This is an optimization exercise on Yosys and OpenROAD, whose aim is small area, not a production implementation. Function was not checked in any run shown here: the RTL went through the layout flow alone. Power figures rest on the tool's default switching activity, not on a simulated workload.

File: flow/design.v
module sort #(
	parameter DATA_W = 32
)(
	input i_clk,
	input i_rst_n,
	input  [DATA_W*8-1:0] i_input,
	output [DATA_W*8-1:0] o_output
);
	reg [6:1] vld;
	always @(posedge i_clk or negedge i_rst_n) begin
		if (~i_rst_n) vld <= 6'd0;
		else         vld <= {vld[5:1], 1'b1};
	end
	wire [31:0] c1_0_a = i_input[0 +: 32];
	wire [31:0] c1_0_b = i_input[32 +: 32];
	wire c1_0_gt = c1_0_a > c1_0_b;
	wire [31:0] c1_1_a = i_input[64 +: 32];
	wire [31:0] c1_1_b = i_input[96 +: 32];
	wire c1_1_gt = c1_1_a > c1_1_b;
	wire [31:0] c1_2_a = i_input[128 +: 32];
	wire [31:0] c1_2_b = i_input[160 +: 32];
	wire c1_2_gt = c1_2_a > c1_2_b;
	wire [31:0] c1_3_a = i_input[192 +: 32];
	wire [31:0] c1_3_b = i_input[224 +: 32];
	wire c1_3_gt = c1_3_a > c1_3_b;
	reg [31:0] r1 [0:7];
	reg [3:0] s1, ns1;
	always @(posedge i_clk) begin
		r1[0] <= i_input[0 +: 32];
		r1[1] <= i_input[32 +: 32];
		r1[2] <= i_input[64 +: 32];
		r1[3] <= i_input[96 +: 32];
		r1[4] <= i_input[128 +: 32];
		r1[5] <= i_input[160 +: 32];
		r1[6] <= i_input[192 +: 32];
		r1[7] <= i_input[224 +: 32];
		s1[0]  <= c1_0_gt;
		ns1[0] <= ~c1_0_gt;
		s1[1]  <= c1_1_gt;
		ns1[1] <= ~c1_1_gt;
		s1[2]  <= c1_2_gt;
		ns1[2] <= ~c1_2_gt;
		s1[3]  <= c1_3_gt;
		ns1[3] <= ~c1_3_gt;
	end
	wire [31:0] y1_0 = ~((r1[0] | {32{s1[0]}}) & (r1[1] | {32{ns1[0]}}));
	wire [31:0] y1_1 = ~((r1[1] | {32{s1[0]}}) & (r1[0] | {32{ns1[0]}}));
	wire [31:0] y1_2 = ~((r1[2] | {32{s1[1]}}) & (r1[3] | {32{ns1[1]}}));
	wire [31:0] y1_3 = ~((r1[3] | {32{s1[1]}}) & (r1[2] | {32{ns1[1]}}));
	wire [31:0] y1_4 = ~((r1[4] | {32{s1[2]}}) & (r1[5] | {32{ns1[2]}}));
	wire [31:0] y1_5 = ~((r1[5] | {32{s1[2]}}) & (r1[4] | {32{ns1[2]}}));
	wire [31:0] y1_6 = ~((r1[6] | {32{s1[3]}}) & (r1[7] | {32{ns1[3]}}));
	wire [31:0] y1_7 = ~((r1[7] | {32{s1[3]}}) & (r1[6] | {32{ns1[3]}}));
	wire [31:0] c2_0_a = ~y1_0;
	wire [31:0] c2_0_b = ~y1_2;
	wire c2_0_gt = c2_0_a > c2_0_b;
	wire [31:0] c2_1_a = ~y1_1;
	wire [31:0] c2_1_b = ~y1_3;
	wire c2_1_gt = c2_1_a > c2_1_b;
	wire [31:0] c2_2_a = ~y1_4;
	wire [31:0] c2_2_b = ~y1_6;
	wire c2_2_gt = c2_2_a > c2_2_b;
	wire [31:0] c2_3_a = ~y1_5;
	wire [31:0] c2_3_b = ~y1_7;
	wire c2_3_gt = c2_3_a > c2_3_b;
	reg [31:0] r2 [0:7];
	reg [3:0] s2, ns2;
	always @(posedge i_clk) begin
		r2[0] <= y1_0;
		r2[1] <= y1_1;
		r2[2] <= y1_2;
		r2[3] <= y1_3;
		r2[4] <= y1_4;
		r2[5] <= y1_5;
		r2[6] <= y1_6;
		r2[7] <= y1_7;
		s2[0]  <= c2_0_gt;
		ns2[0] <= ~c2_0_gt;
		s2[1]  <= c2_1_gt;
		ns2[1] <= ~c2_1_gt;
		s2[2]  <= c2_2_gt;
		ns2[2] <= ~c2_2_gt;
		s2[3]  <= c2_3_gt;
		ns2[3] <= ~c2_3_gt;
	end
	wire [31:0] y2_0 = ~((r2[0] | {32{s2[0]}}) & (r2[2] | {32{ns2[0]}}));
	wire [31:0] y2_2 = ~((r2[2] | {32{s2[0]}}) & (r2[0] | {32{ns2[0]}}));
	wire [31:0] y2_1 = ~((r2[1] | {32{s2[1]}}) & (r2[3] | {32{ns2[1]}}));
	wire [31:0] y2_3 = ~((r2[3] | {32{s2[1]}}) & (r2[1] | {32{ns2[1]}}));
	wire [31:0] y2_4 = ~((r2[4] | {32{s2[2]}}) & (r2[6] | {32{ns2[2]}}));
	wire [31:0] y2_6 = ~((r2[6] | {32{s2[2]}}) & (r2[4] | {32{ns2[2]}}));
	wire [31:0] y2_5 = ~((r2[5] | {32{s2[3]}}) & (r2[7] | {32{ns2[3]}}));
	wire [31:0] y2_7 = ~((r2[7] | {32{s2[3]}}) & (r2[5] | {32{ns2[3]}}));
	wire [31:0] c3_0_a = y2_1;
	wire [31:0] c3_0_b = y2_2;
	wire c3_0_gt = c3_0_a > c3_0_b;
	wire [31:0] c3_1_a = y2_5;
	wire [31:0] c3_1_b = y2_6;
	wire c3_1_gt = c3_1_a > c3_1_b;
	reg [31:0] r3 [0:7];
	reg [1:0] s3, ns3;
	always @(posedge i_clk) begin
		r3[0] <= y2_0;
		r3[1] <= y2_1;
		r3[2] <= y2_2;
		r3[3] <= y2_3;
		r3[4] <= y2_4;
		r3[5] <= y2_5;
		r3[6] <= y2_6;
		r3[7] <= y2_7;
		s3[0]  <= c3_0_gt;
		ns3[0] <= ~c3_0_gt;
		s3[1]  <= c3_1_gt;
		ns3[1] <= ~c3_1_gt;
	end
	wire [31:0] y3_1 = ~((r3[1] | {32{s3[0]}}) & (r3[2] | {32{ns3[0]}}));
	wire [31:0] y3_2 = ~((r3[2] | {32{s3[0]}}) & (r3[1] | {32{ns3[0]}}));
	wire [31:0] y3_5 = ~((r3[5] | {32{s3[1]}}) & (r3[6] | {32{ns3[1]}}));
	wire [31:0] y3_6 = ~((r3[6] | {32{s3[1]}}) & (r3[5] | {32{ns3[1]}}));
	wire [31:0] c4_0_a = r3[0];
	wire [31:0] c4_0_b = r3[4];
	wire c4_0_gt = c4_0_a > c4_0_b;
	wire [31:0] c4_1_a = ~y3_1;
	wire [31:0] c4_1_b = ~y3_5;
	wire c4_1_gt = c4_1_a > c4_1_b;
	wire [31:0] c4_2_a = ~y3_2;
	wire [31:0] c4_2_b = ~y3_6;
	wire c4_2_gt = c4_2_a > c4_2_b;
	wire [31:0] c4_3_a = r3[3];
	wire [31:0] c4_3_b = r3[7];
	wire c4_3_gt = c4_3_a > c4_3_b;
	reg [31:0] r4 [0:7];
	reg [3:0] s4, ns4;
	always @(posedge i_clk) begin
		r4[0] <= r3[0];
		r4[1] <= y3_1;
		r4[2] <= y3_2;
		r4[3] <= r3[3];
		r4[4] <= r3[4];
		r4[5] <= y3_5;
		r4[6] <= y3_6;
		r4[7] <= r3[7];
		s4[0]  <= c4_0_gt;
		ns4[0] <= ~c4_0_gt;
		s4[1]  <= c4_1_gt;
		ns4[1] <= ~c4_1_gt;
		s4[2]  <= c4_2_gt;
		ns4[2] <= ~c4_2_gt;
		s4[3]  <= c4_3_gt;
		ns4[3] <= ~c4_3_gt;
	end
	wire [31:0] y4_0 = ~((r4[0] | {32{s4[0]}}) & (r4[4] | {32{ns4[0]}}));
	wire [31:0] y4_4 = ~((r4[4] | {32{s4[0]}}) & (r4[0] | {32{ns4[0]}}));
	wire [31:0] y4_1 = ~((r4[1] | {32{s4[1]}}) & (r4[5] | {32{ns4[1]}}));
	wire [31:0] y4_5 = ~((r4[5] | {32{s4[1]}}) & (r4[1] | {32{ns4[1]}}));
	wire [31:0] y4_2 = ~((r4[2] | {32{s4[2]}}) & (r4[6] | {32{ns4[2]}}));
	wire [31:0] y4_6 = ~((r4[6] | {32{s4[2]}}) & (r4[2] | {32{ns4[2]}}));
	wire [31:0] y4_3 = ~((r4[3] | {32{s4[3]}}) & (r4[7] | {32{ns4[3]}}));
	wire [31:0] y4_7 = ~((r4[7] | {32{s4[3]}}) & (r4[3] | {32{ns4[3]}}));
	wire [31:0] c5_0_a = y4_2;
	wire [31:0] c5_0_b = ~y4_4;
	wire c5_0_gt = c5_0_a > c5_0_b;
	wire [31:0] c5_1_a = ~y4_3;
	wire [31:0] c5_1_b = y4_5;
	wire c5_1_gt = c5_1_a > c5_1_b;
	reg [31:0] r5 [0:7];
	reg [1:0] s5, ns5;
	always @(posedge i_clk) begin
		r5[0] <= y4_0;
		r5[1] <= y4_1;
		r5[2] <= y4_2;
		r5[3] <= y4_3;
		r5[4] <= y4_4;
		r5[5] <= y4_5;
		r5[6] <= y4_6;
		r5[7] <= y4_7;
		s5[0]  <= c5_0_gt;
		ns5[0] <= ~c5_0_gt;
		s5[1]  <= c5_1_gt;
		ns5[1] <= ~c5_1_gt;
	end
	wire [31:0] y5_2 = ~((r5[2] | {32{s5[0]}}) & ((~r5[4]) | {32{ns5[0]}}));
	wire [31:0] y5_4 = ~(((~r5[4]) | {32{s5[0]}}) & (r5[2] | {32{ns5[0]}}));
	wire [31:0] y5_3 = ~((r5[3] | {32{s5[1]}}) & ((~r5[5]) | {32{ns5[1]}}));
	wire [31:0] y5_5 = ~(((~r5[5]) | {32{s5[1]}}) & (r5[3] | {32{ns5[1]}}));
	wire [31:0] c6_0_a = r5[1];
	wire [31:0] c6_0_b = ~y5_2;
	wire c6_0_gt = c6_0_a > c6_0_b;
	wire [31:0] c6_1_a = y5_3;
	wire [31:0] c6_1_b = ~y5_4;
	wire c6_1_gt = c6_1_a > c6_1_b;
	wire [31:0] c6_2_a = y5_5;
	wire [31:0] c6_2_b = r5[6];
	wire c6_2_gt = c6_2_a > c6_2_b;
	reg [31:0] r6 [0:7];
	reg [2:0] s6, ns6;
	always @(posedge i_clk) begin
		r6[0] <= r5[0];
		r6[1] <= r5[1];
		r6[2] <= y5_2;
		r6[3] <= y5_3;
		r6[4] <= y5_4;
		r6[5] <= y5_5;
		r6[6] <= r5[6];
		r6[7] <= r5[7];
		s6[0]  <= c6_0_gt;
		ns6[0] <= ~c6_0_gt;
		s6[1]  <= c6_1_gt;
		ns6[1] <= ~c6_1_gt;
		s6[2]  <= c6_2_gt;
		ns6[2] <= ~c6_2_gt;
	end
	wire [2:0] sg6 = s6 | {3{~vld[6]}};
	wire [2:0] nsg6 = ns6 | {3{~vld[6]}};
	wire [2:0] sa6 = s6 & {3{vld[6]}};
	wire [2:0] nsa6 = ns6 & {3{vld[6]}};
	wire [31:0] y6_1 = ((~r6[2]) & {32{sa6[0]}}) | (r6[1] & {32{nsa6[0]}});
	wire [31:0] y6_2 = (r6[1] & {32{sa6[0]}}) | ((~r6[2]) & {32{nsa6[0]}});
	wire [31:0] y6_3 = ((~r6[4]) & {32{sa6[1]}}) | (r6[3] & {32{nsa6[1]}});
	wire [31:0] y6_4 = (r6[3] & {32{sa6[1]}}) | ((~r6[4]) & {32{nsa6[1]}});
	wire [31:0] y6_5 = (r6[6] & {32{sa6[2]}}) | (r6[5] & {32{nsa6[2]}});
	wire [31:0] y6_6 = (r6[5] & {32{sa6[2]}}) | (r6[6] & {32{nsa6[2]}});
	wire [31:0] y6_0 = ~(r6[0] | {32{~vld[6]}});
	wire [31:0] y6_7 = ~(r6[7] | {32{~vld[6]}});
	assign o_output[0 +: 32] = y6_0;
	assign o_output[32 +: 32] = y6_1;
	assign o_output[64 +: 32] = y6_2;
	assign o_output[96 +: 32] = y6_3;
	assign o_output[128 +: 32] = y6_4;
	assign o_output[160 +: 32] = y6_5;
	assign o_output[192 +: 32] = y6_6;
	assign o_output[224 +: 32] = y6_7;
endmodule
File: flow/run.sh
#!/bin/bash
# synth_recipe.tcl (not shown) runs the flow's synth.tcl, then flattens the netlist and writes it again
# the make line also repeats each setting of config.mk as NAME=value (left out here)
make -C /OpenROAD-flow-scripts/flow DESIGN_CONFIG=/design/flow/config.mk WORK_HOME=/design/flow/orfs CLKGATE_MAP_FILE= SYNTH_SCRIPT=/design/flow/synth_recipe.tcl finish
File: flow/config.mk
export PLATFORM = sky130hd
export DESIGN_NAME = sort
export DESIGN_NICKNAME = sort
export VERILOG_FILES = /design/flow/design.v
export SDC_FILE = /design/flow/constraint.sdc
export NUM_CORES = 4
export LEC_CHECK = 0
export ABC_AREA = 1
export CAP_MARGIN = 20
export CORE_MARGIN = 2
export CORE_UTILIZATION = 40
export SLEW_MARGIN = 20
File: flow/constraint.sdc
create_clock -name core_clock -period 4.0 [get_ports {i_clk}]
set_input_delay 0.8000 -clock core_clock [delete_from_list [all_inputs] [get_ports {i_clk}]]
set_output_delay 0.8000 -clock core_clock [all_outputs]
set_load 0.01 [all_outputs]
==> results.cfg, run 1 <==
[place]
detailedPlace.worstSlack_ns = 0.760
global_placer_s_final_weighted_congestion = 0.985
dpl-instance-area_sq_mm = 0.0646
io_buffers = 513
cell_count_after_placement = 8230
detailedPlacementHpwl_mm = 164

[timing]
tightestPinTransition_ns = 1.04
fin_tns_setup_ns = 0
rsz0062_at_grt = false
final_hold_fails = 0
slew-limit-headroom_pct = 30.4
setup_viol_count_final = 0
postLayoutSetupSlackWorst_ns = 0.287
clock-skew-final_ns = 0.0269
max_freq_mhz = 269
period_utilization_pct = 92.8
drv_slew = 0
period_needed_ns = 3.71

[yosys]
post_synth_inst_count = 6028
mapped_cell_area_sq_mm = 0.0577
synth-seq-cells = 1580
ys_async_sr_fraction_pct = 0.380
dominantRegCellSynth = sky130_fd_sc_hd__dfxtp_1
postSynthNetCount = 6894
synth.yosys.seq_area_share_pct = 54.8
post_synth.cell_area_avg_sq_um = 9.58
synthDistinctLibCells = 27
synth-edff-count = 0
ys_warn_count = 7

[finish]
stdcell_count = 8538
layout-area-overhead-vs-synth_pct = 21.4
post-route-util_pct = 48.9
post-route-cell-area_sq_mm = 0.0701
drive_gt1_share_pct = 5.42
layout.nets = 7356

[power_and_ir_drop]
ir_drop_worst_vdd_v = 0.000443
power.density_mw_per_mm2 = 955
leakage_power_summed_over_all_cells_nw = 32.2

[route]
wire_length_reported_by_the_detailed_router_mm = 194
drtAntennaViolNets = 0
drcViolationCount = 0
route.vias.total = 44719
wl_per_cell_um = 22.8
first_pass_iters = 6
mean_number_of_vias_per_cell = 5.24
drt-initial-drc-count = 3891

[cts]
numCtsBuffers = 161
cts.clk_slew.worst_paths_ns = 0.06
cts_post_setup_buffers_inserted = 0
clk_latency_ns = 0.80
htree_levels = 4
ctsHoldBuffers = 0
cts_root_buffer = sky130_fd_sc_hd__clkbuf_16
clock-sinks = 1580
max_root_sink_buffers = 3
cts_tree = built

[min_path]
holdCritPathClass = in -> async

[worst_setup_path]
worst-setup-path-type = reg -> out
required_ns = 3.20
worst_setup_path_start_kind = flip-flop
cp_max_fo = 40
critical_path_data_arrival_time_ns = 2.91
critPathCaptureType = output pin

[grt]
wire_length_of_the_first_global_routing_pass_mm = 276
grt_util_all_layers_pct = 25.8
overflow = 0
grt_start_max_net_pins = 65
grt_pass1_vias = 41227
initial_antenna_violation_count = 16

[floorplanning]
die-area_sq_mm = 0.147
floorplan.io_pins = 514
die_height_um = 384
die_width_um = 384
std_cell_rows = 139
core_area_sq_mm = 0.143
floorplan.initialDensity_pct = 40.2

[run_status]
outcome = finished clean

[job]
max_cap_violation_count = 0
[routing by layer]
layer	GRT usage (%)	vias up	routed length, um
met2	39.8	1681	83100
li1	-	21727	-
met4	10.5	2	8610
met3	3.41	307	12900
met5	0	-	11
met1	36.3	21002	89800
[flip-flops by register name, summed over array words and instances (netlist names), 4 cells and up]
register  count
r3          256
r4          256
s2            4
ns1           4
vld           6
s4            4
r2          256
ns4           4
s1            4
r5          256
r1          256
r6          256
ns2           4
[area by class of cell]
type                    instances  area (sq um)
fillers                     13123         73400
multi-input cells            3232         21400
well taps                    1903          2380
flip-flops and latches       1580         31700
diodes                         15          37.5
clock inverters                70           875
clock buffers                 223          4610
inverters                     949          3560
repair buffers                566          5570
[cell families (layout without fill, tap and decap cells)]
group,Yosys count,after routing,synth area share (%)
DFF,1580,1580,54.8
AOI/OAI and AO/OA,1577,1577,16.6
other,1,16,0.00649
and+or+nand+nor,1046,1046,7.24
buffers and inverters,1216,1808,8.20
adders and majority gates,608,608,13.2
[worst max-delay path, cell delays in order, from the launching register on]
cell and delay (ns):
sky130_fd_sc_hd__dfrtp_2 0.57, sky130_fd_sc_hd__nand2_2 0.36, sky130_fd_sc_hd__buf_4 0.38, sky130_fd_sc_hd__o22ai_1 0.23, sky130_fd_sc_hd__clkdlybuf4s50_1 0.56
[path summary, 6_finish.rpt]
path / from / endpoint / slack, ns / cells after the start
setup / recovery: vld[6] / o_output[95] / 0.29 / 4
hold / removal: i_rst_n / vld[5] / 0.26 / 1
setup reg to reg: ns4[3] / s5[1] / 1.13 / 8
hold reg to reg: r5[0][9] / r6[0][9] / 0.32 / 0
max in group asynchronous: i_rst_n / vld[6] / 3.50 / 1
min in group core_clock: r5[0][9] / r6[0][9] / 0.32 / 0
[Yosys cell counts (all sizes together), types with 6 or more instances]
cell type / count / area, sq um
dfxtp: 1574 / 31500
o22ai: 1216 / 7610
inv: 949 / 3560
nand2: 688 / 2600
ha: 608 / 7610
a21oi: 266 / 1330
nor2: 243 / 917
buf: 214 / 972
nand4: 56 / 350
clkbuf: 53 / 199
nand3: 39 / 195
o21ai: 38 / 190
a21o: 30 / 225
o21a: 25 / 188
nor3: 14 / 80.1
dfrtp: 6 / 150
[metrics by stage]
step           hold WS [ns]  power [mW]
3_3_place_gp          0.312        50.8
6_report              0.259        67.0
2_1_floorplan         0.310        39.4
3_5_place_dp          0.312        51.5
4_1_cts               0.217        66.8
5_1_grt               0.245        70.9
[where the power goes]
part	switching, mW	internal (mW)	leakage (nW)
logic	16.0	9.62	16.2
registers	4.37	21.6	13.3
clock network	6.27	9.06	2.68
total	26.7	40.3	32.2
[repair_timing]
item,4_1_cts,5_1_grt
setup endpoints to repair,49,129
gates resized for setup,0,6
endpoints found under the hold margin,0,0
[layout by cell type (no fill, tap or decap), types with 25 or more instances in the layout]
master                               n
sky130_fd_sc_hd__a21o_1             30
sky130_fd_sc_hd__a21oi_1           266
sky130_fd_sc_hd__buf_4              50
sky130_fd_sc_hd__clkbuf_1           31
sky130_fd_sc_hd__clkbuf_16         164
sky130_fd_sc_hd__clkbuf_8           28
sky130_fd_sc_hd__clkdlybuf4s50_1   513
sky130_fd_sc_hd__clkinv_2           29
sky130_fd_sc_hd__dfxtp_1          1542
sky130_fd_sc_hd__dfxtp_2            32
sky130_fd_sc_hd__ha_1              608
sky130_fd_sc_hd__inv_1             948
sky130_fd_sc_hd__nand2_1           682
sky130_fd_sc_hd__nand3_1            39
sky130_fd_sc_hd__nand4_1            56
sky130_fd_sc_hd__nor2_1            241
sky130_fd_sc_hd__o21a_1             25
sky130_fd_sc_hd__o21ai_0            38
sky130_fd_sc_hd__o22ai_1          1216
==> run 2, diff against run 1 <==
--- a/flow/design.v
+++ b/flow/design.v
@@ -8,2 +8,16 @@
 );
+	function gt32(input [31:0] a, input [31:0] b);
+		reg [31:0] g, e;
+		integer k, n;
+		begin
+			g = a & ~b;
+			e = a | ~b;
+			for (n = 16; n >= 1; n = n / 2)
+				for (k = 0; k < n; k = k + 1) begin
+					g[k] = g[2*k+1] | (e[2*k+1] & g[2*k]);
+					e[k] = e[2*k+1] & e[2*k];
+				end
+			gt32 = g[0];
+		end
+	endfunction
 	reg [6:1] vld;
@@ -15,12 +29,12 @@
 	wire [31:0] c1_0_b = i_input[32 +: 32];
-	wire c1_0_gt = c1_0_a > c1_0_b;
+	wire c1_0_gt = gt32(c1_0_a, c1_0_b);
 	wire [31:0] c1_1_a = i_input[64 +: 32];
 	wire [31:0] c1_1_b = i_input[96 +: 32];
-	wire c1_1_gt = c1_1_a > c1_1_b;
+	wire c1_1_gt = gt32(c1_1_a, c1_1_b);
 	wire [31:0] c1_2_a = i_input[128 +: 32];
 	wire [31:0] c1_2_b = i_input[160 +: 32];
-	wire c1_2_gt = c1_2_a > c1_2_b;
+	wire c1_2_gt = gt32(c1_2_a, c1_2_b);
 	wire [31:0] c1_3_a = i_input[192 +: 32];
 	wire [31:0] c1_3_b = i_input[224 +: 32];
-	wire c1_3_gt = c1_3_a > c1_3_b;
+	wire c1_3_gt = gt32(c1_3_a, c1_3_b);
 	reg [31:0] r1 [0:7];
@@ -55,12 +69,12 @@
 	wire [31:0] c2_0_b = ~y1_2;
-	wire c2_0_gt = c2_0_a > c2_0_b;
+	wire c2_0_gt = gt32(c2_0_a, c2_0_b);
 	wire [31:0] c2_1_a = ~y1_1;
 	wire [31:0] c2_1_b = ~y1_3;
-	wire c2_1_gt = c2_1_a > c2_1_b;
+	wire c2_1_gt = gt32(c2_1_a, c2_1_b);
 	wire [31:0] c2_2_a = ~y1_4;
 	wire [31:0] c2_2_b = ~y1_6;
-	wire c2_2_gt = c2_2_a > c2_2_b;
+	wire c2_2_gt = gt32(c2_2_a, c2_2_b);
 	wire [31:0] c2_3_a = ~y1_5;
 	wire [31:0] c2_3_b = ~y1_7;
-	wire c2_3_gt = c2_3_a > c2_3_b;
+	wire c2_3_gt = gt32(c2_3_a, c2_3_b);
 	reg [31:0] r2 [0:7];
@@ -95,6 +109,6 @@
 	wire [31:0] c3_0_b = y2_2;
-	wire c3_0_gt = c3_0_a > c3_0_b;
+	wire c3_0_gt = gt32(c3_0_a, c3_0_b);
 	wire [31:0] c3_1_a = y2_5;
 	wire [31:0] c3_1_b = y2_6;
-	wire c3_1_gt = c3_1_a > c3_1_b;
+	wire c3_1_gt = gt32(c3_1_a, c3_1_b);
 	reg [31:0] r3 [0:7];
@@ -121,12 +135,12 @@
 	wire [31:0] c4_0_b = r3[4];
-	wire c4_0_gt = c4_0_a > c4_0_b;
+	wire c4_0_gt = gt32(c4_0_a, c4_0_b);
 	wire [31:0] c4_1_a = ~y3_1;
 	wire [31:0] c4_1_b = ~y3_5;
-	wire c4_1_gt = c4_1_a > c4_1_b;
+	wire c4_1_gt = gt32(c4_1_a, c4_1_b);
 	wire [31:0] c4_2_a = ~y3_2;
 	wire [31:0] c4_2_b = ~y3_6;
-	wire c4_2_gt = c4_2_a > c4_2_b;
+	wire c4_2_gt = gt32(c4_2_a, c4_2_b);
 	wire [31:0] c4_3_a = r3[3];
 	wire [31:0] c4_3_b = r3[7];
-	wire c4_3_gt = c4_3_a > c4_3_b;
+	wire c4_3_gt = gt32(c4_3_a, c4_3_b);
 	reg [31:0] r4 [0:7];
@@ -161,6 +175,6 @@
 	wire [31:0] c5_0_b = ~y4_4;
-	wire c5_0_gt = c5_0_a > c5_0_b;
+	wire c5_0_gt = gt32(c5_0_a, c5_0_b);
 	wire [31:0] c5_1_a = ~y4_3;
 	wire [31:0] c5_1_b = y4_5;
-	wire c5_1_gt = c5_1_a > c5_1_b;
+	wire c5_1_gt = gt32(c5_1_a, c5_1_b);
 	reg [31:0] r5 [0:7];
@@ -187,9 +201,9 @@
 	wire [31:0] c6_0_b = ~y5_2;
-	wire c6_0_gt = c6_0_a > c6_0_b;
+	wire c6_0_gt = gt32(c6_0_a, c6_0_b);
 	wire [31:0] c6_1_a = y5_3;
 	wire [31:0] c6_1_b = ~y5_4;
-	wire c6_1_gt = c6_1_a > c6_1_b;
+	wire c6_1_gt = gt32(c6_1_a, c6_1_b);
 	wire [31:0] c6_2_a = y5_5;
 	wire [31:0] c6_2_b = r5[6];
-	wire c6_2_gt = c6_2_a > c6_2_b;
+	wire c6_2_gt = gt32(c6_2_a, c6_2_b);
 	reg [31:0] r6 [0:7];
==> flow/flow/run.sh (new file) <==
#!/bin/bash
# Own layout flow: the standard ORFS flow (standard.sh) with three changes:
#  - synthesis maps the logic with an area-oriented ABC script (flow/area.abc);
#    everything else in the synthesis, registers included, is the standard flow's own
#    (synth_recipe.tcl),
#  - port buffers use the smallest buffer cell,
#  - clock tree synthesis uses smaller clock buffers.
# Each tool's output is in orfs/logs/; make's output is in run_make.log.
set -euo pipefail
W=$(pwd)
cat > "$W/own_synth.tcl" <<EOT
# The standard flow's synthesis, with ABC's mapping script replaced
proc abc {args} {
  set i [lsearch -exact \$args -script]
  if {\$i >= 0} { lset args [expr {\$i + 1}] $W/flow/area.abc }
  yosys abc {*}\$args
}
source $W/synth_recipe.tcl
EOT
bash "$W/standard.sh" \
  "SYNTH_SCRIPT=$W/own_synth.tcl" \
  "BUFFER_PORTS_ARGS=-buffer_cell sky130_fd_sc_hd__buf_1" \
  finish > "$W/run_make.log" 2>&1
==> flow/flow/area.abc (new file) <==
strash
dch -f
amap
topo
==> flow/standard.sh (new file) <==
#!/bin/bash
# synth_recipe.tcl (not shown) runs the flow's synth.tcl, then flattens the netlist and writes it again
# the make line also repeats each setting of config.mk as NAME=value (left out here)
make -C /OpenROAD-flow-scripts/flow DESIGN_CONFIG=/design/flow/config.mk WORK_HOME=/design/flow/orfs CLKGATE_MAP_FILE= SYNTH_SCRIPT=/design/flow/synth_recipe.tcl "${@:-finish}"
--- a/flow/config.mk
+++ b/flow/config.mk
@@ -7,3 +7,2 @@
 export LEC_CHECK = 0
-export ABC_AREA = 1
 export CAP_MARGIN = 20
@@ -11,2 +10,3 @@
 export CORE_UTILIZATION = 40
+export CTS_BUF_LIST = sky130_fd_sc_hd__clkbuf_4 sky130_fd_sc_hd__clkbuf_8
 export SLEW_MARGIN = 20
removed: flow/run.sh
==> run 2 against run 1 <==
  * Area after synthesis decreased by 13%
  * Hold slack worse by 0.19 ns
  * Sequential share of layout area grew 5.2 points
  * Worst setup slack got worse by 0.073 ns
  * Critical path type unchanged
==> results.cfg, run 2 <==
[timing]
final_hold_fails = 0
clock-skew-final_ns = 0.0425
max_freq_mhz = 264
rsz0062_at_grt = false
period_utilization_pct = 94.6
slew-limit-headroom_pct = 28.4
drv_slew = 0
postLayoutSetupSlackWorst_ns = 0.214
setup_viol_count_final = 0
fin_tns_setup_ns = 0
period_needed_ns = 3.79
tightestPinTransition_ns = 1.07

[cts]
htree_levels = 4
cts_root_buffer = sky130_fd_sc_hd__clkbuf_8
max_root_sink_buffers = 3
cts.clk_slew.worst_paths_ns = 0.06
numCtsBuffers = 237
cts_tree = built
clock-sinks = 1580
clk_latency_ns = 0.95

[yosys]
post_synth.cell_area_avg_sq_um = 10.2
ys_warn_count = 7
most_common_cell_in_the_netlist = sky130_fd_sc_hd__dfxtp_1
synth-edff-count = 0
synth.yosys.seq_area_share_pct = 63.2
postSynthNetCount = 5151
synthDistinctLibCells = 49
synth.top_cells.by_area = sky130_fd_sc_hd__dfxtp_1 63%, sky130_fd_sc_hd__o22ai_1 16%, sky130_fd_sc_hd__clkinv_1 5.2%, sky130_fd_sc_hd__nor2_1 2.6%, sky130_fd_sc_hd__o21ai_0 1.0%
dominantRegCellSynth = sky130_fd_sc_hd__dfxtp_1
synthDominantAreaCellType = sky130_fd_sc_hd__dfxtp_1
synth.top_cells.by_count = 1574 x sky130_fd_sc_hd__dfxtp_1, 1244 x sky130_fd_sc_hd__o22ai_1, 691 x sky130_fd_sc_hd__clkinv_1
post_synth_inst_count = 4893
synth-seq-cells = 1580
ys_async_sr_fraction_pct = 0.380
synth_top_area_share_pct = 62.9
mapped_cell_area_sq_mm = 0.0501

[min_path]
holdCritPathClass = in -> reg

[grt]
overflow = 0
grt_start_max_net_pins = 65
grt_pass1_vias = 38762
top_usage_layer = met2
gr-usage-met3_pct = 3.93
wire_length_of_the_first_global_routing_pass_mm = 237
grt_util_all_layers_pct = 24.8
initial_antenna_violation_count = 28
grt_use_met1_pct = 35.1
grtUsageMet2_pct = 38.1

[route]
wire_length_reported_by_the_detailed_router_mm = 165
drt-initial-drc-count = 3615
mean_number_of_vias_per_cell = 5.41
wl_per_cell_um = 21.1
drcViolationCount = 0
route.vias.total = 42341
drtAntennaViolNets = 0
first_pass_iters = 7

[floorplanning]
die-area_sq_mm = 0.128
core_area_sq_mm = 0.124
die_height_um = 358
std_cell_rows = 129
die_width_um = 358
floorplan.io_pins = 514
floorplan.initialDensity_pct = 40.4

[worst_setup_path]
cp_max_fo = 37
critical_path_data_arrival_time_ns = 2.99
worst_setup_path_start_kind = flip-flop
required_ns = 3.20
worst-setup-path-type = reg -> out
critPathCaptureType = output pin

[job]
max_cap_violation_count = 0

[power_and_ir_drop]
leakage_power_summed_over_all_cells_nw = 23.7
ir_drop_worst_vdd_v = 0.000449
total_power_mw = 62.1
power.density_mw_per_mm2 = 988

[finish]
layout.nets = 6228
drive_gt1_share_pct = 8.96
layout_commonest_cell = sky130_fd_sc_hd__dfxtp_1
post-route-util_pct = 50.7
most-common-layout-cells = 1542 x sky130_fd_sc_hd__dfxtp_1, 1244 x sky130_fd_sc_hd__o22ai_1, 690 x sky130_fd_sc_hd__clkinv_1, 513 x sky130_fd_sc_hd__buf_1, 348 x sky130_fd_sc_hd__nor2_1
stdcell_count = 7822
layout-area-overhead-vs-synth_pct = 25.5

[place]
cell_count_after_placement = 7118
global_placer_s_final_weighted_congestion = 0.944
detailedPlace.worstSlack_ns = 0.616
io_buffers = 513
detailedPlacementHpwl_mm = 130

[run_status]
outcome = finished clean
## run 2: cell types whose count changed in the layout (fill, tap and decap cells not counted), sizes merged, moves of 64 or more
cell | before | now
ha | 608 | 0
nand2 | 688 | 130
clkdlybuf4s50 | 513 | 0
clkinv | 40 | 730
dlygate4sd3 | 0 | 250
nor2 | 243 | 348
a21oi | 266 | 95
o21ai | 38 | 102
buf | 53 | 588
inv | 954 | 8
clkbuf | 223 | 370
## run 2: timing repair
action | CTS | global route
resized for setup | 0 | 2
hold endpoints to repair | 255 | 0
setup endpoints to repair | 0 | 1
hold buffers | 250 | 0
setup buffers | 0 | 0
## run 2: final cells by class
class	count	area [sq um]
timing repair buffer	838	5120
sequential	1580	31700
clock inverter	69	817
fill	11333	61100
multi-input combinational	2622	15900
tap	1637	2050
clock buffer	370	4680
inverter	691	2590
antenna	15	37.5
## run 2: power breakdown
part / switching (mW) / internal [mW]
sequential: 4.31 / 22.0
combinational: 13.5 / 7.57
clock: 6.21 / 8.44
## run 2: critical path, stage by stage, from the launching register on
cell	delay, ns
sky130_fd_sc_hd__dfrtp_1	0.65
sky130_fd_sc_hd__nand2_2	0.54
sky130_fd_sc_hd__buf_4	0.42
sky130_fd_sc_hd__o22ai_1	0.24
sky130_fd_sc_hd__buf_1	0.18
## run 2: cell families (layout without fill, tap and decap cells)
group	Yosys count	count (layout)	synth area share, %
simple gates	753	753	6.85
compound gates	1868	1868	24.7
buf+inv	691	1968	5.18
other cells	1	16	0.00749
flops	1580	1580	63.2
## run 2: worst paths after layout
check	from	to	cells after the start	slack (ns)
min in group asynchronous	i_rst_n	vld[5]	2	0.33
max in group asynchronous	i_rst_n	vld[1]	2	3.41
min reg2reg	r5[0][19]	r6[0][19]	0	0.32
min	i_input[84]	r1[2][20]	1	0.07
max	vld[6]	o_output[93]	4	0.21
max reg2reg	ns2[3]	s3[1]	8	0.77
## run 2: layer usage
| metal | up-vias | routed length [um] |
|---|---|---|
| li1 | 20592 | - |
| met1 | 19798 | 76900 |
| met2 | 1634 | 71700 |
| met3 | 313 | 10700 |
| met4 | 4 | 5400 |
| met5 | - | 18 |
## run 2: stage by stage
step	cell area, sq um	hold slack [ns]
finish	62800	0.0708
global route	62800	0.0138
CTS	62800	0.00108
detailed placement	54800	0.312
global placement	54800	0.310
floorplan	50100	0.310

-- re-timing with driven ports --
No port has a modelled driver above. Below, the same layouts with a new extraction and two added sets of constraints. Step 1, drivers: a clkbuf_16 drives i_clk and a buf_2 each remaining input, both assumed. Step 2 moves the port delays by t, midway between the first and last clock arrival at a register: inputs arrive t later, outputs are due t later. That takes back most of the time a late clock gives input paths. Three values: ideal, step 1, step 2; two values: the first two.
run	shift t [ns]	setup slack, ns	hold WS [ns]	worst setup path at the end	pins driven straight from the clock port
run 1	0.867	0.287 / 0.204 / 1.072	0.259 / 0.212 / 0.322	register to output	1
run 2	0.992	0.214 / 0.149 / 0.103	0.071 / 0.045 / 0.322	input to register	1
After both steps setup and hold are still met in every run listed. For run 2, which loses most, drivers alone change the setup slack by -0.065 ns; drivers and shift together by -0.111 ns.
